This design comes from an exercise in tuning for small area and a short achievable clock period on the open sky130 flow, not from production work.
Only simulation tests tie the RTL to the original design; equivalence was not proved.
Power and IR drop assume default switching activity.

[flow/design.v]
module ksadd (input [7:0] a, b, input cin, output [7:0] s);
wire [7:0] p0 = a ^ b;
wire [7:0] g0 = a & b;
wire [7:0] g1, p1, g2, p2, g3;
assign g1[0] = g0[0] | (p0[0] & cin);
assign p1[0] = 1'b0;
genvar i;
generate
    for (i = 1; i < 8; i = i + 1)
    begin : l1
        assign g1[i] = g0[i] | (p0[i] & (i == 1 ? g1[0] : g0[i-1]));
        assign p1[i] = p0[i] & p0[i-1];
    end
    for (i = 0; i < 8; i = i + 1)
    begin : l2
        if (i < 2)
        begin : lo
            assign g2[i] = g1[i];
            assign p2[i] = 1'b0;
        end
        else
        begin : hi
            assign g2[i] = g1[i] | (p1[i] & g1[i-2]);
            assign p2[i] = p1[i] & p1[i-2];
        end
    end
    for (i = 0; i < 8; i = i + 1)
    begin : l3
        if (i < 4)
        begin : lo
            assign g3[i] = g2[i];
        end
        else
        begin : hi
            assign g3[i] = g2[i] | (p2[i] & g2[i-4]);
        end
    end
endgenerate
assign s = p0 ^ {g3[6:0], cin};
endmodule
module alu (input [7:0] b, a,
            input [2:0] op,
            output reg [7:0] y);
wire [7:0] add, sub;
ksadd add0(a, b, 1'b0, add);
ksadd sub0(a, ~b, 1'b1, sub);
wire [7:0] rsn = (|b[7:3]) ? 8'b0 : (a >> b[2:0]);
always @*
begin
    case (op)
        3'd0: y = a | b;
        3'd1: y = a & b;
        3'd2: y = ~a;
        3'd3: y = a ^ b;
        3'd4: y = add;
        3'd5: y = sub;
        3'd6: y = b;
        default: y = rsn;
    endcase
end
endmodule
module pc (input clk, reset, jump, freeze,
           input [7:0] jmpaddr,
           output reg [7:0] data);
always @(posedge clk)
begin
    if (reset)
        data <= 8'b0;
    else if (jump)
        data <= jmpaddr;
    else if (!freeze)
        data <= data + 8'd1;
end
endmodule
module regfile (input clk, reset, we,
                input [1:0] wsel, rsel1, rsel2,
                input [7:0] wdata,
                output [7:0] read1, read2, v1, v2);
reg [7:0] r0, r1, r2, r3;
wire [7:0] d = reset ? 8'b0 : wdata;
always @(posedge clk)
begin
    if (reset || (we && wsel == 2'd0)) r0 <= d;
    if (reset || (we && wsel == 2'd1)) r1 <= d;
    if (reset || (we && wsel == 2'd2)) r2 <= d;
    if (reset || (we && wsel == 2'd3)) r3 <= d;
end
function [7:0] sel4(input [1:0] s, input [7:0] x0, x1, x2, x3);
    case (s)
        2'd0: sel4 = x0;
        2'd1: sel4 = x1;
        2'd2: sel4 = x2;
        default: sel4 = x3;
    endcase
endfunction
assign read1 = sel4(rsel1, r0, r1, r2, r3);
assign read2 = sel4(rsel2, r0, r1, r2, r3);
assign v1    = reset ? 8'b0 : r0;
assign v2    = reset ? 8'b0 : r1;
endmodule
module control (input clk, reset, interrupt,
                input [7:0] datamem_data, datamem_address, usermem_data_in,
                input [7:0] read1, read2, alu_out,
                output [1:0] rsel1, rsel2, wsel,
                output we,
                output [7:0] wdata,
                output reg [7:0] usermem_address, usermem_data_out, pc_jmpaddr,
                output reg rw,
                output pc_jump, pc_freeze);
localparam S0   = 3'd0;   
localparam S1   = 3'd1;   
localparam S2J  = 3'd2;   
localparam S2S  = 3'd3;   
localparam S3   = 3'd4;   
localparam S4   = 3'd5;   
localparam S56  = 3'd6;   
reg [2:0] stage;
reg [7:0] sp;
reg [7:0] regdata;           
reg [3:0] ins;               
wire [7:0] dd = datamem_data;
wire [3:0] hi = dd[7:4];
wire s0  = (stage == S0);
wire s1  = (stage == S1);
wire s4  = (stage == S4);
wire s56 = (stage == S56);
wire run = !interrupt && !reset;
wire rst = !interrupt && reset;   
wire eq  = (read1 == read2);
wire op_alu  = !dd[7];
wire op_jmp  = (hi == 4'h9);
wire op_call = (hi == 4'ha);
wire op_b    = (hi == 4'hb);
wire op_rts  = op_b && dd[3:0] == 4'h0;
wire op_stsp = op_b && dd[3:0] == 4'h1;
wire op_pop  = op_b && dd[3:0] == 4'h2;
wire op_ldsp = op_b && dd[3:0] == 4'h4;
wire op_push = op_b && dd[3:0] == 4'h8;
wire op_ieq  = (hi == 4'hc);
wire op_ine  = (hi == 4'hd);
wire op_two  = dd[7] && !dd[4] && !dd[5] && !dd[6] || (hi == 4'he) || (hi == 4'hf);
wire ins_ld  = (ins[3:2] == 2'b00);
wire ins_st  = (ins[3:2] == 2'b10);
wire ins_lum = (ins[3:2] == 2'b11);
assign rsel1 = dd[3:2];
assign rsel2 = dd[1:0];
assign wsel  = s1 ? ins[1:0] : dd[1:0];
assign pc_jump   = (stage == S2J) || s4;
assign pc_freeze = s56;
assign we    = !interrupt && ((s0 && (op_alu || op_stsp)) || (s1 && !ins_st));
assign wdata = s1 ? (ins_ld ? dd : regdata) : (dd[7] ? sp : alu_out);
wire       sp_dec = dd[4] && !dd[3];         
wire [7:0] sp_x   = sp ^ {8{sp_dec}};    
wire [7:0] sp_t;
assign sp_t[0] = 1'b1;
genvar k;
generate
    for (k = 1; k < 8; k = k + 1)
    begin : spt
        assign sp_t[k] = sp_t[k-1] & sp_x[k-1];
    end
endgenerate
wire [7:0] sp_pm  = sp ^ sp_t;
always @(posedge clk)
begin
    ins <= {dd[5:4], dd[1:0]};
    if (!interrupt && s0)
        usermem_data_out <= (!dd[6] && !dd[4]) ? datamem_address : read1;
    if (interrupt || reset || (s0 && (op_jmp || op_call)) || s4)
        pc_jmpaddr <= interrupt ? 8'hfd : reset ? 8'h00 : s4 ? usermem_data_in : read2;
    if (rst || (run && ((s0 && (op_alu || op_stsp)) || (s1 && ins_ld) || s56)))
        regdata <= reset ? 8'h00 : s56 ? usermem_data_in : wdata;
    if (rst || (run && s0 && (op_call || op_rts || op_pop || op_push || op_ldsp)))
        sp <= reset ? 8'h00 : op_ldsp ? read1 : sp_pm;
    if (rst || (run && ((s0 && (op_call || op_rts || op_pop || op_push)) || (s1 && !ins_ld))))
        usermem_address <= reset ? 8'h00 : s1 ? dd : op_push ? sp_pm : sp;
    if (!interrupt)
        rw <= !reset && ((s0 && (op_call || op_push)) || (s1 && ins_st));
    if (interrupt || reset)
        stage <= S2J;
    else
        case (stage)
        S0:
            if (op_jmp || op_call)                stage <= S2J;
            else if (op_rts)                      stage <= S4;
            else if (op_pop)                      stage <= S56;
            else if ((op_ieq && eq) || (op_ine && !eq)) stage <= S3;
            else if (op_two)                      stage <= S1;
            else                                  stage <= S0;
        S1:  stage <= ins_lum ? S56 : S0;
        S3:  stage <= (hi <= 4'hd) ? S0 : S2S;
        S4:  stage <= S2J;
        default: stage <= S0;     
        endcase
end
endmodule
module cpu(input clk, reset, interrupt,
           input [7:0] datamem_data, usermem_data_in,
           output [7:0] datamem_address, usermem_address, usermem_data_out,
           output rw,
           output [7:0] v1, v2);
    wire [1:0] rsel1, rsel2, wsel;
    wire [7:0] pc_jumpaddr, wdata, read1, read2, alu_out;
    wire we, pc_jump, pc_freeze;
    pc pc0(clk, reset, pc_jump, pc_freeze, pc_jumpaddr, datamem_address);
    regfile reg0(clk, reset, we, wsel, rsel1, rsel2, wdata, read1, read2, v1, v2);
    alu alu0(read1, read2, datamem_data[6:4], alu_out);
    control cntrl0(clk, reset, interrupt, datamem_data, datamem_address, usermem_data_in,
                   read1, read2, alu_out, rsel1, rsel2, wsel, we, wdata,
                   usermem_address, usermem_data_out, pc_jumpaddr, rw, pc_jump, pc_freeze);
endmodule
[flow/flow/run.sh]
#!/bin/bash
# The standard layout (the standard.sh) with two changes: the port
# buffers are plain buf cells instead of the default delay-buffer cell, and
# Yosys does not map adders to the library's fixed half/full-adder cells
# (ABC maps that logic with the rest). Registers are untouched. ORFS writes
# each step's full log under orfs/logs; make's output goes to layout.log.
set -euo pipefail
bash standard.sh "ADDER_MAP_FILE=" "BUFFER_PORTS_ARGS=-buffer_cell sky130_fd_sc_hd__buf_2" finish > layout.log 2>&1
[flow/standard.sh]
#!/bin/bash
# synth_recipe.tcl (not shown) runs the flow's synth.tcl, then flattens the netlist and writes it again
# the make line also repeats each setting of config.mk as NAME=value (left out here)
make -C /OpenROAD-flow-scripts/flow DESIGN_CONFIG=/design/flow/config.mk WORK_HOME=/design/flow/orfs CLKGATE_MAP_FILE= SYNTH_SCRIPT=/design/flow/synth_recipe.tcl "${@:-finish}"
[flow/config.mk]
export PLATFORM = sky130hd
export DESIGN_NAME = cpu
export DESIGN_NICKNAME = cpu
export VERILOG_FILES = /design/flow/design.v
export SDC_FILE = /design/flow/constraint.sdc
export NUM_CORES = 4
export LEC_CHECK = 0
export CAP_MARGIN = 20
export CORE_MARGIN = 2
export CORE_UTILIZATION = 65
export CTS_BUF_LIST = sky130_fd_sc_hd__clkbuf_8
export CTS_CLUSTER_SIZE = 30
export PLACE_DENSITY = 0.8
export SETUP_SLACK_MARGIN = 4.3
export SLEW_MARGIN = 20
[flow/constraint.sdc]
create_clock -name core_clock -period 8.5 [get_ports {clk}]
set_input_delay 1.7000 -clock core_clock [delete_from_list [all_inputs] [get_ports {clk}]]
set_output_delay 1.7000 -clock core_clock [all_outputs]
set_load 0.01 [all_outputs]
==> results.yml, run 1 <==
sta:
  drv_slew: 0
  fin_skew_ps: 15.8
  min_period_ps: 4190
  tightest_slew_ps: 1030
  finalSetupViolations: 0
  timing.final.crit_share_pct: 49.3
  clock.fmax_mhz: 239
  maxSlewHeadroom_pct: 31.2
  rsz0062_at_grt: "true"
  hold_violations: 0
  setup_tns_ps: 0
logic_synthesis:
  yosys_warnings: 4
  netlist_area_um2: 6140
  ys_ff_latch: 88
  ys_async_sr_fraction_pct: 0
  synth_cell_types: 64
  syn_inst: 639
  synth_most_common_cell: "edfxtp_1"
  synth_area_per_cell_um2: 9.60
  synth_ff_type: "edfxtp_1"
  ys_seq_area_share_pct: 40.6
  synth_edf_count: 73
  yosysTopAreaCell: "edfxtp_1"
  ys_top_cells_by_area: "edfxtp_1 36%, mux4_2 6.6%, dfxtp_1 4.9%, mux2i_1 4.2%, nor2_1 4.2%"
  synth_top_area_share_pct: 35.7
  synth_nets: 658
  synthTopCellsByCount: "73 x edfxtp_1, 68 x nor2_1, 48 x a21oi_1"
die:
  die_area_um2: 10200
  start_util_pct: 66.7
  core.rowCount: 35
  die_h_um: 101
  placeableCoreArea_um2: 9200
  io_pins: 60
  die_w_um: 101
drt:
  routed_wl_mm: 19.7
  via_per_inst: 7.09
  via_count: 5687
  ant_nets: 0
  post_drt_wl_per_cell_um: 24.6
  drtIter0Drc: 690
  drc: 0
  firstDrtPassIters: 8
critical_path:
  worstPathRequired_ps: 8610
  crit_path_end_kind: "flop"
  critPathMaxFanout: 17
  cp-start-kind: "input port"
  arrival_ps: 4300
  path_class: "in2reg"
pwr:
  clkPwrFrac_pct: 24.0
  swShare_pct: 35.3
  p_leak_nw: 2.61
  internal_power_w: 0.000761
  p_sw_w: 0.000415
  pwr_density_cell_nw_per_um2: 169
  p_comb_share_pct: 30.9
  p_seq_share_pct: 45.0
  peakVddDrop_mv: 0.155
  p_total_w: 0.00118
placement:
  routabilityCongestion: 1.01
  io_buffers: 59
  dpl-instance-area_um2: 6390
  dp_hpwl_mm: 12.8
global_route:
  antenna_found_initial: 0
  grt_max_degree: 78
  grt_pass1_wl_mm: 29.5
  globalRoute.totalOverflow: 0
  grtUsageTotal_pct: 38.8
  grt_pass1_vias: 5223
finish:
  final_nets: 705
  syn2layout_area_growth_pct: 13.2
  final_area_um2: 6940
  antenna_cells: 0
  drive_gt1_share_pct: 24.3
  fillers: 655
flow_run:
  maxCapViolations: 0
clock_tree:
  clkSinkCount: 88
  cts_root_buffer: "clkbuf_8"
  clk_path_buf_depth: 2
  postCtsHoldBufs: 0
  clk_pin_slew_ps: 90
  clk_latency_ps: 370
  cts_tree: "done"
  cts_max_level: 3
  cts_made_buffers: 9
min_path:
  hold_class: "reg2reg"
status:
  status: "finished clean"
## cells in the final DEF (no fill, tap or decap), drive strengths merged, types with 8 or more instances in the layout
master,synthesis,final
buf,14,85
nand2b,10,10
nor2b,27,27
nand3,12,12
inv,10,12
edfxtp,73,73
nor3,15,15
a21oi,48,48
dfxtp,15,15
a211oi,21,21
mux4,18,21
mux2i,26,26
o21ai,48,48
clkbuf,41,12
mux2,9,9
xor2,10,10
nand2,42,42
a311oi,8,8
nor2,70,70
xnor2,24,24
or3,9,9
## worst paths after layout
check	start	depth (start not counted)	endpoint	slack [ps]
max	datamem_data[2]	8	reg0.r1[0]	4310
min	pc0.data[7]	2	pc0.data[7]	540
max reg2reg	reg0.r3[0]	7	reg0.r1[0]	5360
min reg2reg	pc0.data[7]	2	pc0.data[7]	540
## registers in the layout, summed over array words and instances (netlist names)
signal and flops:
cntrl0.usermem_data_out 8, cntrl0.regdata 8, cntrl0.pc_jmpaddr 8, reg0.r3 8, cntrl0.stage 3, cntrl0.ins 4, pc0.data 8, reg0.r1 8
reg0.r2 8, cntrl0.rw 1, cntrl0.sp 8, reg0.r0 8, cntrl0.usermem_address 8
## worst max-delay path: stages
cell and delay (ps):
buf_8 180, mux4_2 650, buf_4 180, mux2i_1 120, mux4_2 460, o211ai_1 170, o21ai_0 280, a311oi_2 550
## power groups by stage
stage          combinational [W]  clock (W)  sequential (W)
6_report                0.000364   0.000283        0.000530
4_1_cts                 0.000338   0.000279        0.000528
5_1_grt                 0.000385   0.000297        0.000532
3_5_place_dp            0.000316          0        0.000535
2_1_floorplan           0.000237          0        0.000528
3_3_place_gp            0.000313          0        0.000533
## per-layer routing
metal  vias to the layer above  part of all wire [%]  track usage (%)
met5                         -                     0                0
met4                         0                   4.3             14.6
met3                        79                    13             9.04
met2                       418                    46             59.1
met1                      2695                    37             54.8
li1                       2495                     -                -
## area by class of cell
| cell class | instances | area [µm²] | area share [%] |
|---|---|---|---|
| multi-input combinational | 489 | 3540 | 51.0 |
| sequential | 88 | 2490 | 35.9 |
| timing repair buffer | 88 | 553 | 7.97 |
| tap | 111 | 139 | 2.00 |
| clock buffer | 9 | 124 | 1.78 |
| clock inverter | 7 | 55.1 | 0.793 |
| inverter | 10 | 41.3 | 0.595 |
## cell families after synthesis
kind of cell    Yosys count  synth area share [%]
fa+ha+maj                 5                 0.877
simple gates            219                  18.0
mux                      53                  12.5
buf+inv                  65                  4.67
compound gates          175                  18.5
xor+xnor                 34                  4.85
flops                    88                  40.6
## per-stage QoR
stage,hold slack (ps),util (%),setup slack [ps],cells
6_report,543,75.5,4310,802
2_1_floorplan,503,-,4320,639
4_1_cts,538,73.8,4260,791
5_1_grt,569,75.5,4270,802
3_5_place_dp,525,69.5,3590,758
3_3_place_gp,494,69.5,3630,758
## repair_timing
action,CTS,global route
pin swaps,0,6
endpoints found under the setup margin,72,112
hold endpoints to repair,0,0
buffers inserted,14,11
gates resized for setup,10,19
gates cloned,3,0
==> run 2: changes to the inputs <==
--- a/flow/config.mk
+++ b/flow/config.mk
@@ -11,5 +11,4 @@
 export CTS_BUF_LIST = sky130_fd_sc_hd__clkbuf_8
 export CTS_CLUSTER_SIZE = 30
-export PLACE_DENSITY = 0.8
 export SETUP_SLACK_MARGIN = 4.3
 export SLEW_MARGIN = 20
==> results.yml, run 2 <==
status:
  status: "finished clean"
logic_synthesis:
  synthAdderAreaFrac_pct: 0.877
  synth_top_family_by_area: "compound AO/OA/AOI/OAI gates"
  netlist_area_um2: 6140
  synth_most_common_cell: "edfxtp_1"
  synth_top_area_share_pct: 35.7
  synthTopCellsByCount: "73 x edfxtp_1, 68 x nor2_1, 48 x a21oi_1"
  synth_edf_count: 73
  synth_cell_types: 64
  synthXorXnorAreaFrac_pct: 4.85
  synth_area_per_cell_um2: 9.60
  yosysTopAreaCell: "edfxtp_1"
  ys_seq_area_share_pct: 40.6
  synthSimpleGateAreaFrac_pct: 18.0
  synth_nets: 658
  syn_inst: 639
  ys_top_cells_by_area: "edfxtp_1 36%, mux4_2 6.6%, dfxtp_1 4.9%, mux2i_1 4.2%, nor2_1 4.2%"
  synth_ff_type: "edfxtp_1"
  synth_compound_area_share_pct: 18.5
  synth_mux_area_share_pct: 12.5
  yosys_warnings: 4
  ys_async_sr_fraction_pct: 0
  ys_ff_latch: 88
die:
  die_w_um: 101
  io_pins: 60
  placeableCoreArea_um2: 9200
  start_util_pct: 66.7
  die_area_um2: 10200
  die_h_um: 101
  core.rowCount: 35
critical_path:
  ff2ff_setup_slack_ps: 5390
  path_class: "in2reg"
  worstPathRequired_ps: 8680
  reg2reg_depth: 10
  arrival_ps: 4380
  cp-start-kind: "input port"
  crit_path_end_kind: "flop"
  critPathMaxFanout: 16
drt:
  ant_nets: 0
  routed_wl_mm: 19.4
  via_per_inst: 7.24
  firstDrtPassIters: 8
  via_count: 5803
  drtIter0Drc: 756
  post_drt_wl_per_cell_um: 24.2
  drc: 0
pwr:
  p_total_w: 0.00121
  pwr_density_cell_nw_per_um2: 173
  peakVddDrop_mv: 0.141
  p_leak_nw: 2.62
finish:
  layout_commonest_cell: "edfxtp_1"
  drive_gt1_share_pct: 24.5
  ff_latch_area_um2: 2490
  antenna_cells: 0
  final_nets: 705
  final_cell_mix: "73 x edfxtp_1, 65 x nor2_1, 55 x buf_2"
  fillers: 630
  syn2layout_area_growth_pct: 14.0
  multi_input_area_um2: 3550
clock_tree:
  postCtsHoldBufs: 0
  cts_tree: "done"
  cts_max_level: 3
  cts_root_buffer: "clkbuf_8"
  cts_made_buffers: 9
  clk_path_buf_depth: 2
  clk_pin_slew_ps: 90
  clkSinkCount: 88
  clk_latency_ps: 370
global_route:
  grt_pass1_wl_mm: 29.1
  grtUsageTotal_pct: 38.1
  grt_max_degree: 47
  grt_pass1_vias: 5216
  globalRoute.totalOverflow: 0
  antenna_found_initial: 0
min_path:
  hold_depth: 2
  hold_class: "reg2reg"
sta:
  finalSetupViolations: 0
  setup_tns_ps: 0
  maxSlewHeadroom_pct: 34.8
  drv_slew: 0
  hold_violations: 0
  timing.final.crit_share_pct: 49.4
  tightest_slew_ps: 977
  clock.fmax_mhz: 238
  rsz0062_at_grt: "true"
  fin_skew_ps: 25.9
  min_period_ps: 4200
placement:
  io_buffers: 59
  dp_hpwl_mm: 12.5
  routabilityCongestion: 1.00
flow_run:
  maxCapViolations: 0
-- run 2: cell types whose count changed in the layout (fill, tap and decap cells not counted), sizes merged --
cell | before | now
inv | 12 | 10
clkinvlp | 1 | 3
bufinv | 0 | 1
buf | 85 | 88
clkinv | 4 | 2
mux4 | 21 | 20
clkbuf | 12 | 11
-- run 2: critical path: stages --
cell      delay (ps)
buf_2            370
mux4_2           390
buf_4            150
a31oi_1           70
o21ai_0          350
a21oi_1          120
o211a_1          290
xnor2_1          150
o221a_1          310
o22a_1           280
a211oi_2         200
-- run 2: cells by family (layout without fill, tap and decap cells) --
family,after synthesis,count (layout)
adders and majority gates,5,5
muxes,53,55
and+or+nand+nor,219,219
buffers and inverters,65,115
AOI/OAI and AO/OA,175,175
DFF,88,88
xor gates and xnor gates,34,34
-- run 2: layer usage --
layer  routed length [µm]  global-route usage, %  part of all wire [%]
met1                 6850                   51.6                    35
met4                  896                   18.2                   4.6
met3                 2870                   10.1                    15
met5                    0                      0                     0
met2                 8790                   57.6                    45
-- run 2: timing repair --
action / in CTS / in global routing
resized for setup: 16 / 19
endpoints found under the setup margin: 96 / 60
cloned: 2 / 0
setup buffers: 20 / 7
pin swaps: 0 / 5
-- run 2: path summary, 6_finish.rpt --
check | startpoint | to
hold reg to reg | pc0.data[7] | pc0.data[7]
setup reg to reg | reg0.r0[2] | cntrl0.regdata[6]
setup / recovery | datamem_data[3] | cntrl0.regdata[6]
hold / removal | pc0.data[7] | pc0.data[7]
-- run 2: stage by stage --
step	cells	cell area (µm²)	setup WS, ps	util, %	hold WS (ps)
final	802	6990	4300	76.1	530
after global routing	802	6990	4240	76.1	564
after CTS	795	6870	4300	74.7	526
after detailed placement	757	6380	3590	69.4	511
after global placement	757	6380	3640	69.4	500
after floorplan	639	6180	4320	-	503
-- run 2: cell type report --
class                      count  area share [%]
multi-input combinational    488            50.7
sequential                    88            35.6
timing repair buffer          89            8.16
tap                          111            1.99
clock buffer                  10            1.97
clock inverter                 6           0.948
inverter                      10           0.590
-- run 2: report_power, final --
group / internal (W) / switching [W] / total (W)
registers: 0.000504 / 0.0000241 / 0.000528
clock network: 0.000145 / 0.000161 / 0.000306
logic: 0.000153 / 0.000223 / 0.000375
==> run 3: changes to the inputs <==
--- a/flow/config.mk
+++ b/flow/config.mk
@@ -11,4 +11,5 @@
 export CTS_BUF_LIST = sky130_fd_sc_hd__clkbuf_8
 export CTS_CLUSTER_SIZE = 30
-export SETUP_SLACK_MARGIN = 4.3
+export PLACE_DENSITY = 0.9
+export SETUP_SLACK_MARGIN = 4.4
 export SLEW_MARGIN = 20
==> results.yml, run 3 <==
status:
  status: "finished clean"
critical_path:
  crit_family: "buffers and inverters"
  cp_num_cells: 4
  critPathSlowestCell: "buf_16"
  r2r_start: "reg0.r3[1]"
  cp-startpoint: "reset"
  arrival_ps: 2370
  ff2ff_setup_slack_ps: 5430
  cp-start-kind: "input port"
  cpMostUsedCell: "buf_2"
  critical_path.cell_chain: "buf_2 > buf_16 > nor2b_1 > buf_2"
  worst-path-buf-inv: 3
  slowest_delay_ps: 190
  critPathMaxFanout: 39
  path_class: "in2out"
  crit_path_end_kind: "primary output"
  reg2reg_depth: 9
  worstPathRequired_ps: 6800
drt:
  drtIter0Drc: 1006
  via_per_inst: 7.38
  post_drt_wl_per_cell_um: 24.2
  routed_wl_mm: 19.5
  ant_nets: 0
  drc: 0
  via_count: 5949
  firstDrtPassIters: 8
logic_synthesis:
  synth_nets: 658
  syn_inst: 639
  yosysTopAreaCell: "edfxtp_1"
  synth_ff_type: "edfxtp_1"
  ys_async_sr_fraction_pct: 0
  ys_top_cells_by_area: "edfxtp_1 36%, mux4_2 6.6%, dfxtp_1 4.9%, mux2i_1 4.2%, nor2_1 4.2%"
  synth_cell_types: 64
  ys_ff_latch: 88
  synth_most_common_cell: "edfxtp_1"
  ys_seq_area_share_pct: 40.6
  synth_edf_count: 73
  yosys_warnings: 4
  synth_area_per_cell_um2: 9.60
  netlist_area_um2: 6140
  synthTopCellsByCount: "73 x edfxtp_1, 68 x nor2_1, 48 x a21oi_1"
  synth_top_area_share_pct: 35.7
finish:
  fillers: 618
  drive_gt1_share_pct: 24.5
  final_cell_mix: "73 x edfxtp_1, 66 x nor2_1, 53 x buf_2"
  antenna_cells: 0
  layout_commonest_cell: "edfxtp_1"
  syn2layout_area_growth_pct: 14.7
  final_area_um2: 7040
  ff_latch_area_um2: 2490
  final_nets: 709
  multi_input_area_um2: 3540
sta:
  fin_skew_ps: 14.1
  whs_ps: 548
  hold_violations: 0
  min_period_ps: 4070
  finalSetupViolations: 0
  setup_tns_ps: 0
  timing.final.crit_share_pct: 47.9
  maxSlewHeadroom_pct: 40.3
  tightest_slew_ps: 896
  rsz0062_at_grt: "true"
  clock.fmax_mhz: 246
  drv_slew: 0
pwr:
  peakVddDrop_mv: 0.127
  p_total_w: 0.00120
  p_sw_w: 0.000401
  pwr_density_cell_nw_per_um2: 171
  p_leak_nw: 2.66
  p_comb_share_pct: 30.9
  swShare_pct: 33.4
  internal_power_w: 0.000799
  p_seq_share_pct: 44.1
  clkPwrFrac_pct: 25.0
clock_tree:
  cts_made_buffers: 9
  clk_latency_ps: 360
  cts_root_buffer: "clkbuf_8"
  cts_max_level: 3
  clk_path_buf_depth: 2
  clk_pin_slew_ps: 80
  clkSinkCount: 88
  cts_tree: "done"
placement:
  dp_hpwl_mm: 12.2
  io_buffers: 59
  routabilityCongestion: 1.07
  dpl-instance-area_um2: 6390
die:
  io_pins: 60
  start_util_pct: 66.7
  die_h_um: 101
  die_w_um: 101
  placeableCoreArea_um2: 9200
  die_area_um2: 10200
  core.rowCount: 35
global_route:
  globalRoute.totalOverflow: 0
  antenna_found_initial: 0
  grt_pass1_vias: 5221
  grtUsageTotal_pct: 37.4
  grt_max_degree: 78
  grt_pass1_wl_mm: 28.8
flow_run:
  maxCapViolations: 0
min_path:
  hold_depth: 2
  hold_class: "reg2reg"
  hp-start: "pc0.data[4]"
[run 3: cell count changes in the layout (fill, tap and decap cells not counted), sizes merged]
cell / delta
buf: -1
clkinvlp: -2
clkbuf: +3
mux4: +1
inv: +2
clkinv: +1
[run 3: power by group through the flow]
stage               clock network, W  registers (W)  logic (W)
floorplan                          0       0.000528   0.000240
global placement                   0       0.000532   0.000300
detailed placement                 0       0.000535   0.000307
CTS                         0.000301       0.000527   0.000334
global route                0.000316       0.000532   0.000391
finish                      0.000300       0.000530   0.000371
[run 3: worst paths after layout]
path	endpoint
setup / recovery	v1[5]
setup reg to reg	reg0.r2[5]
hold / removal	pc0.data[4]
hold reg to reg	pc0.data[4]
[run 3: layout make-up]
type	count	area share, %
clock inverters	7	1.10
inverters	10	0.587
repair buffers	92	8.82
flip-flops and latches	88	35.4
well taps	111	1.97
clock buffers	9	1.76
multi-input cells	489	50.4
[run 3: kinds of logic after synthesis]
group	count (synthesis)	share of synthesized area (%)
and+or+nand+nor	219	18.0
AOI/OAI and AO/OA	175	18.5
DFF	88	40.6
buffers and inverters	65	4.67
muxes	53	12.5
xor gates and xnor gates	34	4.85
adders and majority gates	5	0.877
[run 3: metrics by stage]
step	worst slack, ps	utilization [%]	cells
final	4430	76.5	806
after global routing	4340	76.5	806
after CTS	4400	74.6	795
after detailed placement	3700	69.5	757
after global placement	3770	69.5	757
after floorplan	4360	-	639
[run 3: worst min-delay path, cell delays in order, from the launching register on]
cell,delay [ps]
dfxtp_1,360
o21ai_0,90
a21oi_1,60
[run 3: metal layers]
| metal | vias to the layer above | wire [µm] | global-route usage, % | share of wire [%] |
|---|---|---|---|---|
| met4 | 0 | 1080 | 16.8 | 5.5 |
| met5 | - | 0 | 0 | 0 |
| met2 | 553 | 8820 | 57.7 | 45 |
| met3 | 132 | 2610 | 7.80 | 13 |
| li1 | 2502 | - | - | - |
| met1 | 2762 | 7000 | 51.4 | 36 |
[run 3: timing repair]
action,4_1_cts,5_1_grt
setup buffers,19,10
gates resized for setup,10,22
setup endpoints to repair,96,94
pin swaps,1,4
gates cloned,3,1
hold buffers,0,0
==> run 4: changes to the inputs <==
--- a/flow/config.mk
+++ b/flow/config.mk
@@ -11,5 +11,5 @@
 export CTS_BUF_LIST = sky130_fd_sc_hd__clkbuf_8
 export CTS_CLUSTER_SIZE = 30
-export PLACE_DENSITY = 0.9
+export PLACE_DENSITY = 0.8
 export SETUP_SLACK_MARGIN = 4.4
 export SLEW_MARGIN = 20
==> results.yml, run 4 <==
pwr:
  p_seq_share_pct: 44.9
  internal_power_w: 0.000766
  pwr_density_cell_nw_per_um2: 168
  p_sw_w: 0.000413
  p_comb_share_pct: 31.9
  clkPwrFrac_pct: 23.2
  peakVddDrop_mv: 0.143
  swShare_pct: 35.1
  p_leak_nw: 2.64
die:
  die_w_um: 101
  placeableCoreArea_um2: 9200
  io_pins: 60
  core.rowCount: 35
  start_util_pct: 66.7
  die_area_um2: 10200
  die_h_um: 101
drt:
  drc: 0
  firstDrtPassIters: 7
  post_drt_wl_per_cell_um: 25.0
  ant_nets: 0
  routed_wl_mm: 20.2
  via_count: 5837
  via_per_inst: 7.22
  drtIter0Drc: 806
sta:
  tightest_slew_ps: 973
  rsz0062_at_grt: "true"
  whs_ps: 508
  drv_slew: 0
  maxSlewHeadroom_pct: 35.1
  setup_tns_ps: 0
  setup_ws_ps: 4400
  fin_skew_ps: 18.7
  hold_violations: 0
  min_period_ps: 4100
  timing.final.crit_share_pct: 48.3
  clock.fmax_mhz: 244
  finalSetupViolations: 0
clock_tree:
  clk_latency_ps: 380
  cts_tree: "done"
  clk_pin_slew_ps: 100
  cts_root_buffer: "clkbuf_8"
  cts_max_level: 3
  clkSinkCount: 88
  clk_path_buf_depth: 2
  cts_made_buffers: 9
critical_path:
  worstPathRequired_ps: 8600
  worst-path-buf-inv: 1
  arrival_ps: 4200
  crit_family: "compound AO/OA/AOI/OAI gates"
  path_class: "in2reg"
  r2r_end: "cntrl0.regdata[6]"
  critPathMaxFanout: 17
  r2r_start: "reg0.r3[1]"
  crit_path_end_kind: "flop"
  critical_path.cell_chain: "buf_12 > mux4_2 > nor3b_2 > a2bb2oi_2 > o211ai_1 > a31oi_2 > xor2_1 > o221a_1 > o22a_1 > a211oi_2"
  ff2ff_setup_slack_ps: 5370
  critPathSlowestCell: "mux4_2"
  slowest_delay_ps: 610
  cp-start-kind: "input port"
  reg2reg_depth: 9
logic_synthesis:
  ys_async_sr_fraction_pct: 0
  synth_ff_type: "edfxtp_1"
  syn_inst: 639
  synth_edf_count: 73
  synth_nets: 658
  ys_ff_latch: 88
  ys_seq_area_share_pct: 40.6
  synth_area_per_cell_um2: 9.60
  synthTopCellsByCount: "73 x edfxtp_1, 68 x nor2_1, 48 x a21oi_1"
  yosys_warnings: 4
  ys_top_cells_by_area: "edfxtp_1 36%, mux4_2 6.6%, dfxtp_1 4.9%, mux2i_1 4.2%, nor2_1 4.2%"
  synth_cell_types: 64
  netlist_area_um2: 6140
  synth_most_common_cell: "edfxtp_1"
  yosysTopAreaCell: "edfxtp_1"
  synth_top_area_share_pct: 35.7
min_path:
  hold_depth: 2
  hold_class: "reg2reg"
  hp-start: "pc0.data[7]"
  whs_endpoint: "pc0.data[7]"
finish:
  fillers: 630
  final_cell_mix: "73 x edfxtp_1, 66 x nor2_1, 53 x buf_2"
  layout_commonest_cell: "edfxtp_1"
  final_nets: 711
  antenna_cells: 0
  drive_gt1_share_pct: 25.1
  syn2layout_area_growth_pct: 14.5
  final_core_util_pct: 76.4
placement:
  io_buffers: 59
  dp_hpwl_mm: 12.7
  preCtsSetupSlack_ps: 3630
  routabilityCongestion: 1.02
global_route:
  grtUsageTotal_pct: 38.7
  globalRoute.totalOverflow: 0
  grt_max_degree: 78
  antenna_found_initial: 0
  grt_pass1_vias: 5219
  grt_pass1_wl_mm: 29.8
status:
  status: "finished clean"
flow_run:
  maxCapViolations: 0
run 4: cell counts after synthesis:
Identical to the previous run, type by type.
run 4: how the worst max path moves through the flow:
| stage | from | endpoint | slack [ps] | cells after the start |
|---|---|---|---|---|
| 3_5_place_dp | datamem_data[4] | reg0.r0[5] | 3630 | 9 |
| 2_1_floorplan | datamem_data[0] | reg0.r0[5] | 4360 | 11 |
| 4_1_cts | datamem_data[2] | reg0.r3[5] | 4250 | 10 |
| 5_1_grt | datamem_data[2] | cntrl0.regdata[6] | 4350 | 11 |
| 3_3_place_gp | datamem_data[4] | reg0.r3[5] | 3620 | 9 |
| 6_report | datamem_data[0] | cntrl0.regdata[6] | 4400 | 10 |
run 4: final cells by class:
class | count | area, µm² | area share (%)
clock buffer | 9 | 124 | 1.76
timing repair buffer | 93 | 611 | 8.69
sequential | 88 | 2490 | 35.5
multi-input combinational | 490 | 3570 | 50.8
clock inverter | 7 | 48.8 | 0.694
inverter | 10 | 41.3 | 0.588
tap | 111 | 139 | 1.98
run 4: repair_timing:
item                       4_1_cts  5_1_grt
gates cloned                     2        2
buffers inserted                24        7
gates resized for setup         11       25
setup endpoints to repair      113       89
hold buffers                     0        0
pin swaps                        2        3
run 4: logic make-up after synthesis:
group                      synth area share (%)
adders and majority gates                 0.877
xor gates and xnor gates                   4.85
muxes                                      12.5
buffers and inverters                      4.67
and+or+nand+nor                            18.0
AOI/OAI and AO/OA                          18.5
DFF                                        40.6
run 4: metrics by stage:
step / std cells / instance area, µm² / power [W]
after floorplan: 639 / 6210 / 0.000768
after global placement: 757 / 6390 / 0.000842
after detailed placement: 757 / 6390 / 0.000848
after CTS: 799 / 6830 / 0.00114
after global routing: 808 / 7030 / 0.00121
final: 808 / 7030 / 0.00118
run 4: routing by layer:
metal	wire (µm)	track usage [%]	up-vias	share of wire, %
met2	8930	57.5	465	44
met4	1160	17.3	0	5.7
li1	-	-	2510	-
met3	2680	8.28	106	13
met1	7430	55.2	2756	37
met5	0	0	-	0
run 4: tightest hold or removal path, delay by kind of cell (launching register included):
kind	cells	cell delay, ps
DFF	1	340
AOI/OAI and AO/OA	2	130
run 4: power groups by stage:
stage	Combinational (W)	Clock [W]	Sequential, W
after floorplan	0.000240	0	0.000528
after global placement	0.000310	0	0.000533
after detailed placement	0.000314	0	0.000534
after CTS	0.000344	0.000268	0.000526
after global routing	0.000398	0.000284	0.000532
final	0.000376	0.000273	0.000530
==> run 5: changes to the inputs <==
--- a/flow/config.mk
+++ b/flow/config.mk
@@ -8,5 +8,5 @@
 export CAP_MARGIN = 20
 export CORE_MARGIN = 2
-export CORE_UTILIZATION = 65
+export CORE_UTILIZATION = 60
 export CTS_BUF_LIST = sky130_fd_sc_hd__clkbuf_8
 export CTS_CLUSTER_SIZE = 30
==> results.yml, run 5 <==
critical_path:
  slowest_delay_ps: 640
  worst-path-buf-inv: 2
  cp-startpoint: "datamem_data[0]"
  r2r_start: "reg0.r0[1]"
  cp-start-kind: "input port"
  critPathMaxFanout: 9
  critical_path.cell_chain: "buf_16 > buf_4 > mux4_2 > mux4_2 > mux2_2 > a21oi_1 > a2111oi_0 > a21oi_1 > nor2_1"
  worstPathRequired_ps: 8600
  crit_family: "multiplexers"
  critPathSlowestCell: "mux4_2"
  crit_path_end_kind: "flop"
  arrival_ps: 4210
  path_class: "in2reg"
global_route:
  grt_pass1_wl_mm: 28.7
  grt_max_degree: 78
  grtUsageTotal_pct: 33.9
  grt_pass1_vias: 5238
  antenna_found_initial: 0
  globalRoute.totalOverflow: 0
clock_tree:
  clk_latency_ps: 380
  cts_tree: "done"
  postCtsHoldBufs: 0
  cts_made_buffers: 9
  clkSinkCount: 88
  clk_path_buf_depth: 2
  cts_max_level: 3
  clk_pin_slew_ps: 80
  cts_root_buffer: "clkbuf_8"
sta:
  drv_slew: 0
  rsz0062_at_grt: "true"
  min_period_ps: 4110
  clock.fmax_mhz: 243
  hold_violations: 0
  setup_ws_ps: 4390
  maxSlewHeadroom_pct: 40.8
  setup_tns_ps: 0
  fin_skew_ps: 20.5
  finalSetupViolations: 0
  tightest_slew_ps: 884
  timing.final.crit_share_pct: 48.3
finish:
  multi_input_area_um2: 3540
  final_core_util_pct: 71.1
  drive_gt1_share_pct: 24.0
  layout_commonest_cell: "edfxtp_1"
  final_nets: 705
  syn2layout_area_growth_pct: 14.4
  final_cell_mix: "73 x edfxtp_1, 66 x nor2_1, 53 x buf_2"
  final_area_um2: 7020
  ff_latch_area_um2: 2490
  fillers: 717
pwr:
  p_total_w: 0.00115
  peakVddDrop_mv: 0.137
  p_comb_share_pct: 31.7
  clkPwrFrac_pct: 22.2
  swShare_pct: 34.0
  internal_power_w: 0.000756
  p_sw_w: 0.000390
  pwr_density_cell_nw_per_um2: 163
  p_leak_nw: 2.64
  p_seq_share_pct: 46.1
placement:
  dp_hpwl_mm: 12.4
  routabilityCongestion: 1.04
  io_buffers: 59
  dpl-instance-area_um2: 6420
  preCtsSetupSlack_ps: 3610
logic_synthesis:
  synth_area_per_cell_um2: 9.60
  synth_most_common_cell: "edfxtp_1"
  yosysTopAreaCell: "edfxtp_1"
  ys_async_sr_fraction_pct: 0
  yosys_warnings: 4
  synth_nets: 658
  ys_seq_area_share_pct: 40.6
  ys_top_cells_by_area: "edfxtp_1 36%, mux4_2 6.6%, dfxtp_1 4.9%, mux2i_1 4.2%, nor2_1 4.2%"
  netlist_area_um2: 6140
  synth_ff_type: "edfxtp_1"
  ys_ff_latch: 88
  syn_inst: 639
  synth_edf_count: 73
  synthTopCellsByCount: "73 x edfxtp_1, 68 x nor2_1, 48 x a21oi_1"
  synth_top_area_share_pct: 35.7
  synth_cell_types: 64
die:
  placeableCoreArea_um2: 9860
  die_area_um2: 11100
  start_util_pct: 62.2
  core.rowCount: 36
  io_pins: 60
  die_w_um: 105
  die_h_um: 105
min_path:
  hp-start: "pc0.data[7]"
  hold_class: "reg2reg"
drt:
  post_drt_wl_per_cell_um: 23.1
  via_count: 5771
  routed_wl_mm: 19.1
  via_per_inst: 7.00
  firstDrtPassIters: 8
  ant_nets: 0
  drtIter0Drc: 865
  drc: 0
flow_run:
  maxCapViolations: 0
status:
  status: "finished clean"
-- run 5: cell types whose count changed in the layout (fill, tap and decap cells not counted), moves of 2 or more --
cell,delta
o221ai_2,+2
a2111oi_0,+2
inv_1,+2
nor4_2,-2
nor4_1,+2
mux4_2,-2
buf_4,-6
clkinv_2,+2
o221ai_1,-2
a21o_2,-3
a2111oi_1,-2
a21o_1,+3
clkinvlp_4,-2
-- run 5: routing by layer --
| layer | vias to the layer above | GRT usage (%) | part of all wire, % |
|---|---|---|---|
| met5 | - | 0 | 0 |
| met4 | 0 | 13.8 | 5.2 |
| met3 | 106 | 9.11 | 13 |
| met2 | 451 | 52.0 | 45 |
| met1 | 2720 | 45.7 | 37 |
| li1 | 2494 | - | - |
-- run 5: final cells by class --
| cell class | instances | area share (%) |
|---|---|---|
| clock buffers | 9 | 1.77 |
| diodes | 1 | 0.0357 |
| multi-input cells | 488 | 50.4 |
| clock inverters | 7 | 0.481 |
| inverters | 10 | 0.588 |
| well taps | 133 | 2.37 |
| flip-flops and latches | 88 | 35.5 |
| repair buffers | 89 | 8.81 |
-- run 5: stage by stage --
| stage | std cells | hold slack [ps] |
|---|---|---|
| 4_1_cts | 812 | 544 |
| 3_3_place_gp | 779 | 507 |
| 5_1_grt | 824 | 583 |
| 6_report | 825 | 547 |
| 3_5_place_dp | 779 | 527 |
| 2_1_floorplan | 639 | 503 |
-- run 5: repair_timing --
| item | 4_1_cts | 5_1_grt |
|---|---|---|
| setup endpoints to repair | 97 | 103 |
| setup buffers | 15 | 11 |
| resized for setup | 13 | 20 |
| pin swaps | 2 | 3 |
| cloned | 2 | 1 |
-- run 5: cells by family (layout without fill, tap and decap cells) --
kind of cell,Yosys count,count (layout),synth area share (%)
AO/OA/AOI/OAI,175,175,18.5
flip-flops,88,88,40.6
other,0,1,0
multiplexers,53,55,12.5
AND/OR/NAND/NOR,219,219,18.0
buffers and inverters,65,115,4.67
XOR/XNOR,34,34,4.85
adder cells (fa/ha/maj),5,5,0.877
-- run 5: worst reg2reg max path: cells and delay by family, from the launching register on --
family	cells	cell delay (ps)
xor+xnor	1	150
compound gates	4	870
mux	1	600
flops	1	510
simple gates	2	450
fa+ha+maj	1	320
-- run 5: final timing paths --
check,end,slack [ps],cells after the start
min reg2reg,pc0.data[7],550,2
max,reg0.r3[1],4390,9
max reg2reg,cntrl0.regdata[5],5350,9
min,pc0.data[7],550,2
-- run 5: power by group through the flow --
stage | Clock (W) | Combinational, W | Sequential (W)
6_report | 0.000254 | 0.000364 | 0.000528
5_1_grt | 0.000272 | 0.000383 | 0.000531
4_1_cts | 0.000251 | 0.000334 | 0.000526
3_5_place_dp | 0 | 0.000312 | 0.000534
3_3_place_gp | 0 | 0.000308 | 0.000532
2_1_floorplan | 0 | 0.000240 | 0.000528
==> run 6: changes to the inputs <==
--- a/flow/config.mk
+++ b/flow/config.mk
@@ -8,8 +8,8 @@
 export CAP_MARGIN = 20
 export CORE_MARGIN = 2
-export CORE_UTILIZATION = 60
+export CORE_UTILIZATION = 75
 export CTS_BUF_LIST = sky130_fd_sc_hd__clkbuf_8
 export CTS_CLUSTER_SIZE = 30
-export PLACE_DENSITY = 0.8
+export PLACE_DENSITY = 0.85
 export SETUP_SLACK_MARGIN = 4.4
 export SLEW_MARGIN = 20
==> results.yml, run 6 <==
status:
  status: "aborted with a tool error"
  stop_stage: "5_1_grt"
  stop_error: "[ERROR GRT-0232] Routing congestion too high. Check the congestion heatmap in the GUI."
logic_synthesis:
  yosys_warnings: 4
  synth_edf_count: 73
  ys_async_sr_fraction_pct: 0
  ys_top_cells_by_area: "edfxtp_1 36%, mux4_2 6.6%, dfxtp_1 4.9%, mux2i_1 4.2%, nor2_1 4.2%"
  synth_cell_types: 64
  synth_ff_type: "edfxtp_1"
  ys_seq_area_share_pct: 40.6
  netlist_area_um2: 6140
  synth_most_common_cell: "edfxtp_1"
  synthTopCellsByCount: "73 x edfxtp_1, 68 x nor2_1, 48 x a21oi_1"
  ys_ff_latch: 88
  syn_inst: 639
  synth_area_per_cell_um2: 9.60
  synth_nets: 658
  yosysTopAreaCell: "edfxtp_1"
  synth_top_area_share_pct: 35.7
die:
  die_h_um: 94.5
  die_w_um: 94.5
  io_pins: 60
  core.rowCount: 32
  start_util_pct: 78.6
clock_tree:
  cts_made_buffers: 9
  clkSinkCount: 88
  cts_max_level: 3
  postCtsHoldBufs: 0
  cts_root_buffer: "clkbuf_8"
  clk_path_buf_depth: 2
sta:
  crit_endpoint: "cntrl0.sp[2]$_SDFFCE_PP0P_/DE"
  worst_path_end_type: "register input"
placement:
  io_buffers: 59
  routabilityCongestion: 0.974
  dp_cells: 748
  dp_hpwl_mm: 12.8
global_route:
  grtUsageTotal_pct: 73.9
  grt_max_degree: 41
  globalRoute.totalOverflow: 5
## run 6: cell counts after synthesis
Identical to the previous run, type by type.
## run 6: logic make-up after synthesis
group,synth area share [%]
flops,40.6
xor+xnor,4.85
buf+inv,4.67
fa+ha+maj,0.877
simple gates,18.0
mux,12.5
compound gates,18.5
## run 6: worst min path at each step
stage,from,endpoint,slack (ps),cells past startpoint
after CTS,pc0.data[4],pc0.data[4],530,2
after detailed placement,pc0.data[4],pc0.data[4],510,2
after global placement,pc0.data[7],pc0.data[7],500,2
after floorplan,cntrl0.pc_jmpaddr[0],pc0.data[0],500,2
## run 6: power groups by stage
stage | Clock, W | Sequential (W) | Combinational [W]
2_1_floorplan | 0 | 0.000528 | 0.000240
3_3_place_gp | 0 | 0.000531 | 0.000306
3_5_place_dp | 0 | 0.000534 | 0.000315
4_1_cts | 0.000316 | 0.000528 | 0.000352
## run 6: per-layer routing
layer	GRT overflow	global-route usage [%]
met5	0	23.2
met4	4	69.6
met3	0	60.8
met2	1	88.0
met1	0	76.7
## run 6: repair_timing
action	in CTS
gates resized for setup	25
setup endpoints to repair	74
buffers inserted	23
gates cloned	3
## run 6: metrics by stage
stage,worst slack [ps],hold WS (ps),area [µm²]
CTS,4390,533,6950
detailed placement,3570,514,6380
global placement,3710,500,6380
floorplan,4360,503,6210
==> run 7: changes to the inputs <==
--- a/flow/flow/run.sh
+++ b/flow/flow/run.sh
@@ -6,3 +6,3 @@
 # each step's full log under orfs/logs; make's output goes to layout.log.
 set -euo pipefail
-bash standard.sh "ADDER_MAP_FILE=" "BUFFER_PORTS_ARGS=-buffer_cell sky130_fd_sc_hd__buf_2" finish > layout.log 2>&1
+bash standard.sh "ADDER_MAP_FILE=" "BUFFER_PORTS_ARGS=-buffer_cell sky130_fd_sc_hd__buf_1" finish > layout.log 2>&1
--- a/flow/config.mk
+++ b/flow/config.mk
@@ -8,8 +8,7 @@
 export CAP_MARGIN = 20
 export CORE_MARGIN = 2
-export CORE_UTILIZATION = 75
+export CORE_UTILIZATION = 55
 export CTS_BUF_LIST = sky130_fd_sc_hd__clkbuf_8
 export CTS_CLUSTER_SIZE = 30
-export PLACE_DENSITY = 0.85
-export SETUP_SLACK_MARGIN = 4.4
+export SETUP_SLACK_MARGIN = 4.0
 export SLEW_MARGIN = 20
==> results.yml, run 7 <==
global_route:
  grt_max_degree: 47
  grtUsageTotal_pct: 32.2
  grt_pass1_vias: 4873
  grt_pass1_wl_mm: 28.2
  antenna_found_initial: 0
  globalRoute.totalOverflow: 0
min_path:
  whs_endpoint: "pc0.data[4]"
  hold_class: "reg2reg"
  hold_depth: 2
  hp-start: "pc0.data[4]"
die:
  start_util_pct: 56.6
  die_area_um2: 12000
  die_h_um: 110
  core.rowCount: 38
  placeableCoreArea_um2: 10800
  io_pins: 60
  die_w_um: 110
logic_synthesis:
  ys_seq_area_share_pct: 40.6
  synth_cell_types: 64
  synth_edf_count: 73
  synthSimpleGateAreaFrac_pct: 18.0
  synthTopCellsByCount: "73 x edfxtp_1, 68 x nor2_1, 48 x a21oi_1"
  synth_nets: 658
  synth_most_common_cell: "edfxtp_1"
  synthAdderAreaFrac_pct: 0.877
  syn_inst: 639
  ys_top_cells_by_area: "edfxtp_1 36%, mux4_2 6.6%, dfxtp_1 4.9%, mux2i_1 4.2%, nor2_1 4.2%"
  synth_compound_area_share_pct: 18.5
  ys_async_sr_fraction_pct: 0
  synth_top_family_by_area: "compound AO/OA/AOI/OAI gates"
  yosys_warnings: 4
  synthXorXnorAreaFrac_pct: 4.85
  synth_mux_area_share_pct: 12.5
  synth_area_per_cell_um2: 9.60
  ys_ff_latch: 88
  yosysTopAreaCell: "edfxtp_1"
  synth_top_area_share_pct: 35.7
  synth_ff_type: "edfxtp_1"
  netlist_area_um2: 6140
sta:
  hold_violations: 0
  min_period_ps: 4420
  whs_ps: 549
  rsz0062_at_grt: "true"
  clock.fmax_mhz: 226
  timing.final.crit_share_pct: 52.0
  setup_tns_ps: 0
  fin_skew_ps: 15.3
  tightest_slew_ps: 1090
  drv_slew: 0
  maxSlewHeadroom_pct: 27.3
  finalSetupViolations: 0
clock_tree:
  cts_max_level: 3
  postCtsHoldBufs: 0
  clk_path_buf_depth: 2
  clk_pin_slew_ps: 90
  cts_made_buffers: 9
  cts_root_buffer: "clkbuf_8"
  cts_tree: "done"
  clk_latency_ps: 390
  clkSinkCount: 88
critical_path:
  r2r_start: "reg0.r3[0]"
  ff2ff_setup_slack_ps: 5350
  crit_path_end_kind: "flop"
  arrival_ps: 4620
  critPathMaxFanout: 20
  worstPathRequired_ps: 8690
  cp-start-kind: "input port"
  reg2reg_depth: 7
  path_class: "in2reg"
  r2r_end: "reg0.r2[0]"
pwr:
  peakVddDrop_mv: 0.149
  p_leak_nw: 2.36
  clkPwrFrac_pct: 26.0
  p_comb_share_pct: 28.6
  p_sw_w: 0.000389
  pwr_density_cell_nw_per_um2: 173
  p_seq_share_pct: 45.4
  swShare_pct: 33.6
  internal_power_w: 0.000770
drt:
  post_drt_wl_per_cell_um: 23.1
  via_count: 5384
  drtIter0Drc: 570
  drc: 0
  routed_wl_mm: 18.9
  ant_nets: 0
  via_per_inst: 6.57
  firstDrtPassIters: 6
placement:
  dp_hpwl_mm: 13.0
  dp_cells: 791
  routabilityCongestion: 1.00
  io_buffers: 59
finish:
  antenna_cells: 0
  final_cells: 819
  syn2layout_area_growth_pct: 9.16
  drive_gt1_share_pct: 12.5
  final_nets: 693
  fillers: 926
  final_cell_mix: "73 x edfxtp_1, 68 x nor2_1, 55 x buf_1"
  layout_commonest_cell: "edfxtp_1"
flow_run:
  maxCapViolations: 0
status:
  status: "finished clean"
run 7: cell counts after synthesis:
No cell type changed its count.
run 7: logic make-up (layout without fill, tap and decap cells):
logic type,after synthesis,count (layout)
simple gates,219,219
compound gates,175,175
flops,88,88
buf+inv,65,104
mux,53,54
xor+xnor,34,34
fa+ha+maj,5,5
run 7: critical path, cell delays in order:
cell,delay [ps]
clkdlybuf4s15_2,480
mux4_2,630
a21oi_1,210
a211oi_1,120
maj3_2,340
maj3_1,370
xnor2_1,130
o21ai_0,160
a31oi_1,100
o41ai_2,370
run 7: layer usage:
layer	track usage, %	vias up	part of all wire, %
met5	0	-	0
met1	45.2	2565	44
li1	-	2466	-
met2	47.9	292	44
met4	13.8	0	3.5
met3	7.35	61	8.6
run 7: power groups by stage:
stage / clock [W] / sequential, W / combinational [W]
final: 0.000302 / 0.000526 / 0.000332
after CTS: 0.000306 / 0.000526 / 0.000313
after global routing: 0.000322 / 0.000530 / 0.000353
after floorplan: 0 / 0.000528 / 0.000232
after global placement: 0 / 0.000533 / 0.000306
after detailed placement: 0 / 0.000535 / 0.000306
run 7: layout make-up:
type,count,area (µm²),area share [%]
clock buffers,9,124,1.85
repair buffers,78,398,5.94
well taps,140,175,2.62
clock inverters,7,70.1,1.05
multi-input cells,487,3400,50.8
flip-flops and latches,88,2490,37.2
inverters,10,37.5,0.560
run 7: repair_timing:
| action | in CTS | in global routing |
|---|---|---|
| cloned | 1 | 0 |
| gates resized for setup | 12 | 5 |
| setup endpoints to repair | 54 | 25 |
| buffers inserted | 2 | 9 |
run 7: worst max path at each step:
| stage | start | end | slack [ps] | cells past startpoint |
|---|---|---|---|---|
| floorplan | datamem_data[0] | reg0.r0[7] | 4180 | 10 |
| global placement | datamem_data[2] | reg0.r1[5] | 3210 | 10 |
| detailed placement | datamem_data[2] | reg0.r0[5] | 3110 | 10 |
| CTS | datamem_data[2] | cntrl0.regdata[5] | 4000 | 10 |
| global route | datamem_data[0] | cntrl0.regdata[5] | 3950 | 11 |
| finish | datamem_data[3] | cntrl0.regdata[5] | 4080 | 10 |
run 7: per-stage QoR:
stage	worst slack (ps)	cell area, µm²	power (W)	utilization (%)
floorplan	4180	6140	0.000760	-
global placement	3210	6340	0.000839	58.5
detailed placement	3110	6340	0.000841	58.5
CTS	4000	6620	0.00114	61.0
global route	3950	6700	0.00120	61.8
finish	4080	6700	0.00116	61.8
==> run 8: changes to the inputs <==
--- a/flow/flow/run.sh
+++ b/flow/flow/run.sh
@@ -6,3 +6,3 @@
 # each step's full log under orfs/logs; make's output goes to layout.log.
 set -euo pipefail
-bash standard.sh "ADDER_MAP_FILE=" "BUFFER_PORTS_ARGS=-buffer_cell sky130_fd_sc_hd__buf_1" finish > layout.log 2>&1
+bash standard.sh "ADDER_MAP_FILE=" "BUFFER_PORTS_ARGS=-buffer_cell sky130_fd_sc_hd__buf_2" finish > layout.log 2>&1
--- a/flow/config.mk
+++ b/flow/config.mk
@@ -8,7 +8,8 @@
 export CAP_MARGIN = 20
 export CORE_MARGIN = 2
-export CORE_UTILIZATION = 55
-export CTS_BUF_LIST = sky130_fd_sc_hd__clkbuf_8
+export CORE_UTILIZATION = 65
+export CTS_BUF_LIST = sky130_fd_sc_hd__clkbuf_4 sky130_fd_sc_hd__clkbuf_8
 export CTS_CLUSTER_SIZE = 30
-export SETUP_SLACK_MARGIN = 4.0
+export PLACE_DENSITY = 0.8
+export SETUP_SLACK_MARGIN = 4.4
 export SLEW_MARGIN = 20
==> results.yml, run 8 <==
status:
  status: "finished clean"
logic_synthesis:
  synth_nets: 658
  ys_seq_area_share_pct: 40.6
  yosysTopAreaCell: "edfxtp_1"
  synthTopCellsByCount: "73 x edfxtp_1, 68 x nor2_1, 48 x a21oi_1"
  synth_cell_types: 64
  syn_inst: 639
  ys_ff_latch: 88
  synthXorXnorAreaFrac_pct: 4.85
  ys_top_cells_by_area: "edfxtp_1 36%, mux4_2 6.6%, dfxtp_1 4.9%, mux2i_1 4.2%, nor2_1 4.2%"
  synth_edf_count: 73
  netlist_area_um2: 6140
  synth_ff_type: "edfxtp_1"
  synthSimpleGateAreaFrac_pct: 18.0
  synth_mux_area_share_pct: 12.5
  synth_most_common_cell: "edfxtp_1"
  ys_async_sr_fraction_pct: 0
  synth_area_per_cell_um2: 9.60
  synth_compound_area_share_pct: 18.5
  synthAdderAreaFrac_pct: 0.877
  synth_top_area_share_pct: 35.7
  yosys_warnings: 4
  synth_top_family_by_area: "compound AO/OA/AOI/OAI gates"
drt:
  drtIter0Drc: 809
  firstDrtPassIters: 5
  via_count: 5845
  drc: 0
  ant_nets: 0
  routed_wl_mm: 20.0
  post_drt_wl_per_cell_um: 24.7
  via_per_inst: 7.22
placement:
  dp_hpwl_mm: 12.7
  io_buffers: 59
  dp_cells: 757
  routabilityCongestion: 1.02
  dpl-instance-area_um2: 6390
die:
  core.rowCount: 35
  die_h_um: 101
  die_w_um: 101
  io_pins: 60
  placeableCoreArea_um2: 9200
  start_util_pct: 66.7
  die_area_um2: 10200
clock_tree:
  cts_made_buffers: 9
  clk_latency_ps: 380
  cts_root_buffer: "clkbuf_8"
  clk_path_buf_depth: 2
  clk_pin_slew_ps: 90
  cts_max_level: 3
  postCtsHoldBufs: 0
  cts_tree: "done"
  clkSinkCount: 88
sta:
  drv_slew: 0
  fin_skew_ps: 17.4
  finalSetupViolations: 0
  maxSlewHeadroom_pct: 38.5
  rsz0062_at_grt: "true"
  tightest_slew_ps: 922
  hold_violations: 0
  timing.final.crit_share_pct: 48.1
  setup_tns_ps: 0
  min_period_ps: 4090
  clock.fmax_mhz: 244
critical_path:
  critical_path.cell_chain: "buf_12 > mux4_2 > or4_4 > nor2_4 > nand3_2 > nor2_4 > a21oi_1 > o221a_1 > o22a_1 > a211oi_2"
  cp-start-kind: "input port"
  critPathMaxFanout: 17
  worstPathRequired_ps: 8690
  arrival_ps: 4290
  cpMostUsedCell: "nor2_4"
  critPathSlowestCell: "mux4_2"
  slowest_delay_ps: 600
  path_class: "in2reg"
  crit_path_end_kind: "flop"
finish:
  final_nets: 712
  final_area_um2: 7050
  final_cells: 810
  syn2layout_area_growth_pct: 14.8
  drive_gt1_share_pct: 25.5
  final_cell_mix: "73 x edfxtp_1, 66 x nor2_1, 53 x buf_2"
  layout_commonest_cell: "edfxtp_1"
min_path:
  hold_class: "reg2reg"
pwr:
  peakVddDrop_mv: 0.142
  p_leak_nw: 2.64
  p_total_w: 0.00118
  pwr_density_cell_nw_per_um2: 168
global_route:
  grt_max_degree: 78
  globalRoute.totalOverflow: 0
  grt_pass1_vias: 5203
  grt_pass1_wl_mm: 29.8
  grtUsageTotal_pct: 38.7
  antenna_found_initial: 0
flow_run:
  maxCapViolations: 0
run 8: where the power goes:
| group | internal (W) | total, W | leakage, nW | switching, W |
|---|---|---|---|---|
| Sequential | 0.000504 | 0.000530 | 0.848 | 0.0000262 |
| Clock | 0.000111 | 0.000275 | 0.0839 | 0.000164 |
| Combinational | 0.000157 | 0.000377 | 1.71 | 0.000220 |
run 8: logic make-up (layout without fill, tap and decap cells):
group | after synthesis | count (layout)
other cells | 0 | 1
fa+ha+maj | 5 | 5
buf+inv | 65 | 120
flops | 88 | 88
xor+xnor | 34 | 34
compound gates | 175 | 175
simple gates | 219 | 219
mux | 53 | 57
run 8: timing repair:
item / CTS / global route
pin swaps: 2 / 6
resized for setup: 11 / 27
cloned: 2 / 2
setup buffers: 24 / 8
hold endpoints to repair: 0 / 0
endpoints found under the setup margin: 113 / 89
run 8: final timing paths:
path / slack [ps] / startpoint / to / depth (start not counted)
worst max-delay path: 4410 / datamem_data[2] / cntrl0.regdata[6] / 10
worst min-delay path: 510 / pc0.data[7] / pc0.data[7] / 2
worst max register to register: 5430 / reg0.r0[0] / reg0.r3[5] / 9
worst min register to register: 510 / pc0.data[7] / pc0.data[7] / 2
run 8: routing by layer:
metal	share of wire, %	track usage (%)	vias to the layer above
met4	5.1	16.4	0
met1	37	54.7	2749
li1	-	-	2507
met3	13	8.76	102
met5	0	0	-
met2	44	58.1	487
run 8: layout make-up:
type / instances / area [µm²]
multi-input combinational: 490 / 3580
clock inverter: 6 / 45.0
timing repair buffer: 94 / 618
clock buffer: 10 / 131
inverter: 10 / 41.3
tap: 111 / 139
fill: 628 / 2150
antenna: 1 / 2.50
sequential: 88 / 2490
run 8: critical path, delay by kind of cell:
| kind | cells | cell delay, ps |
|---|---|---|
| simple gates | 4 | 1010 |
| buf+inv | 1 | 150 |
| compound gates | 4 | 820 |
| mux | 1 | 600 |
run 8: through the flow:
step	hold WS, ps	setup WS [ps]	utilization [%]
2_1_floorplan	503	4360	-
3_3_place_gp	493	3620	69.5
3_5_place_dp	503	3630	69.5
4_1_cts	517	4250	74.3
5_1_grt	572	4360	76.6
6_report	510	4410	76.6
==> run 9: changes to the inputs <==
--- a/flow/design.v
+++ b/flow/design.v
@@ -1,7 +1,11 @@
-module ksadd (input [7:0] a, b, input cin, output [7:0] s);
-wire [7:0] p0 = a ^ b;
-wire [7:0] g0 = a & b;
+module alu (input [7:0] b, a,
+            input [2:0] op,
+            output reg [7:0] y);
+wire       sub = op[0];
+wire [7:0] bx  = b ^ {8{sub}};
+wire [7:0] p0  = a ^ bx;
+wire [7:0] g0  = a & bx;
 wire [7:0] g1, p1, g2, p2, g3;
-assign g1[0] = g0[0] | (p0[0] & cin);
+assign g1[0] = g0[0] | (p0[0] & sub);
 assign p1[0] = 1'b0;
 genvar i;
@@ -37,12 +41,5 @@
     end
 endgenerate
-assign s = p0 ^ {g3[6:0], cin};
-endmodule
-module alu (input [7:0] b, a,
-            input [2:0] op,
-            output reg [7:0] y);
-wire [7:0] add, sub;
-ksadd add0(a, b, 1'b0, add);
-ksadd sub0(a, ~b, 1'b1, sub);
+wire [7:0] sum = p0 ^ {g3[6:0], sub};
 wire [7:0] rsn = (|b[7:3]) ? 8'b0 : (a >> b[2:0]);
 always @*
@@ -53,6 +50,5 @@
         3'd2: y = ~a;
         3'd3: y = a ^ b;
-        3'd4: y = add;
-        3'd5: y = sub;
+        3'd4, 3'd5: y = sum;
         3'd6: y = b;
         default: y = rsn;
--- a/flow/config.mk
+++ b/flow/config.mk
@@ -8,8 +8,8 @@
 export CAP_MARGIN = 20
 export CORE_MARGIN = 2
-export CORE_UTILIZATION = 65
-export CTS_BUF_LIST = sky130_fd_sc_hd__clkbuf_4 sky130_fd_sc_hd__clkbuf_8
+export CORE_UTILIZATION = 55
+export CTS_BUF_LIST = sky130_fd_sc_hd__clkbuf_8
 export CTS_CLUSTER_SIZE = 30
 export PLACE_DENSITY = 0.8
-export SETUP_SLACK_MARGIN = 4.4
+export SETUP_SLACK_MARGIN = 4.3
 export SLEW_MARGIN = 20
==> results.yml, run 9 <==
finish:
  final_nets: 753
  final_cell_mix: "73 x edfxtp_1, 69 x nor2_1, 56 x nand2_1"
  drive_gt1_share_pct: 26.0
  layout_commonest_cell: "edfxtp_1"
  syn2layout_area_growth_pct: 18.6
  antenna_cells: 0
logic_synthesis:
  ys_ff_latch: 88
  yosys_warnings: 4
  synth_edf_count: 73
  synth_nets: 699
  synthTopCellsByCount: "73 x edfxtp_1, 71 x nor2_1, 56 x nand2_1"
  syn_inst: 680
  synth_area_per_cell_um2: 9.21
  synth_ff_type: "edfxtp_1"
  ys_seq_area_share_pct: 39.8
  synth_top_area_share_pct: 35.0
  ys_top_cells_by_area: "edfxtp_1 35%, mux4_2 5.4%, dfxtp_1 4.8%, nor2_1 4.3%, a21oi_1 3.9%"
  ys_async_sr_fraction_pct: 0
  yosysTopAreaCell: "edfxtp_1"
global_route:
  grt_pass1_wl_mm: 30.1
  grt_max_degree: 41
  antenna_found_initial: 0
  grtUsageTotal_pct: 31.8
clock_tree:
  cts_made_buffers: 9
  clkSinkCount: 88
  clk_pin_slew_ps: 100
  cts_tree: "done"
  clk_path_buf_depth: 2
  cts_root_buffer: "clkbuf_8"
critical_path:
  crit_path_end_kind: "flop"
  cp-start-kind: "input port"
  worst-path-buf-inv: 1
  reg2reg_depth: 9
  critical_path.cell_chain: "buf_16 > mux4_2 > a211oi_4 > nor3_4 > a31oi_1 > a21oi_2 > o32a_1 > or4_4 > a31oi_4 > a211oi_2"
  cp-endpoint: "cntrl0.regdata[6]"
  ff2ff_setup_slack_ps: 5000
  arrival_ps: 4620
  slowest_delay_ps: 640
  critPathSlowestCell: "mux4_2"
placement:
  dpl-instance-area_um2: 6600
  io_buffers: 59
  dp_hpwl_mm: 13.4
  routabilityCongestion: 0.979
die:
  io_pins: 60
  die_w_um: 111
  start_util_pct: 57.0
pwr:
  clkPwrFrac_pct: 27.2
  p_comb_share_pct: 32.2
  p_sw_w: 0.000429
  peakVddDrop_mv: 0.128
  p_seq_share_pct: 40.6
  p_total_w: 0.00130
  internal_power_w: 0.000867
  p_leak_nw: 2.76
drt:
  met1_length_mm: 7.70
  ant_nets: 0
  drc: 0
  top_layer: "met4"
  routed_wl_mm: 20.3
  post_drt_wl_per_cell_um: 23.2
  via_count: 5931
  drtIter0Drc: 775
sta:
  fin_skew_ps: 11.4
  timing.final.crit_share_pct: 53.1
  tightest_slew_ps: 923
  maxSlewHeadroom_pct: 38.2
  hold_violations: 0
  rsz0062_at_grt: "true"
  setup_tns_ps: 0
status:
  status: "finished clean"
flow_run:
  maxCapViolations: 0
## run 9: changes by cell type in the layout (fill, tap and decap cells not counted), moves of 4 or more
cell,before,now
o21ai_0,44,39
buf_4,36,42
maj3_2,4,0
nand2_1,42,56
mux2i_1,26,15
a31o_2,0,4
xor2_1,8,13
## run 9: power by group through the flow
stage	Combinational, W	Clock (W)	Sequential [W]
after CTS	0.000370	0.000353	0.000526
after detailed placement	0.000340	0	0.000535
after global placement	0.000335	0	0.000532
final	0.000418	0.000352	0.000527
after floorplan	0.000257	0	0.000530
after global routing	0.000442	0.000372	0.000530
## run 9: cells by family (layout without fill, tap and decap cells)
| group | after synthesis | count (layout) | share of synthesized area [%] |
|---|---|---|---|
| muxes | 42 | 43 | 10.4 |
| and+or+nand+nor | 243 | 243 | 19.3 |
| adders and majority gates | 2 | 2 | 0.320 |
| xor gates and xnor gates | 38 | 38 | 5.31 |
| DFF | 88 | 88 | 39.8 |
| AOI/OAI and AO/OA | 191 | 191 | 20.0 |
| buffers and inverters | 76 | 133 | 4.89 |
## run 9: what timing repair did
item                                    CTS  global route
gates resized for setup                  30            21
endpoints found under the setup margin   89            83
gates cloned                              1             0
pin swaps                                 6            17
hold buffers                              0             0
setup buffers                            13            30
## run 9: worst min path at each step
| stage | cells after the start | slack (ps) | start | to |
|---|---|---|---|---|
| after floorplan | 2 | 500 | cntrl0.pc_jmpaddr[0] | pc0.data[0] |
| after global placement | 2 | 500 | pc0.data[7] | pc0.data[7] |
| after detailed placement | 2 | 520 | pc0.data[7] | pc0.data[7] |
| after CTS | 2 | 530 | pc0.data[7] | pc0.data[7] |
| after global routing | 2 | 580 | pc0.data[2] | pc0.data[2] |
| final | 2 | 540 | pc0.data[7] | pc0.data[7] |
## run 9: layer usage
layer	global-route usage, %	vias up
met5	0	-
met4	15.8	0
met3	5.85	80
met2	49.2	415
met1	43.2	2789
li1	-	2647
## run 9: per-stage QoR
step / hold WS, ps / std cells / setup WS (ps) / util [%]
after CTS: 531 / 848 / 4170 / 64.4
final: 543 / 878 / 3990 / 67.6
after global placement: 499 / 819 / 3330 / 60.0
after detailed placement: 517 / 819 / 3220 / 60.0
after global routing: 583 / 878 / 4010 / 67.6
after floorplan: 502 / 680 / 4040 / -
## run 9: layout make-up
| class | count | area [µm²] |
|---|---|---|
| clock buffers | 9 | 124 |
| clock inverters | 6 | 108 |
| fillers | 863 | 3550 |
| inverters | 14 | 62.6 |
| multi-input cells | 517 | 3720 |
| flip-flops and latches | 88 | 2490 |
| well taps | 140 | 175 |
| repair buffers | 104 | 749 |
## run 9: worst reg2reg max path, stage by stage (launching register included)
cell      delay, ps
edfxtp_1        480
mux4_2          600
and2b_2         300
o21ai_4         100
o311ai_4        330
a21oi_2         120
o32a_1          380
or4_4           560
a31oi_4         250
a211oi_2        100

Re-timed with assumed drivers on the ports (clkbuf_16 on the clock, buf_2 on other inputs), run 9 has 3.924 ns of setup slack against 3.985 ns with ideal ports, and 3.507 ns once port delays also move by the mid clock arrival of 0.417 ns.
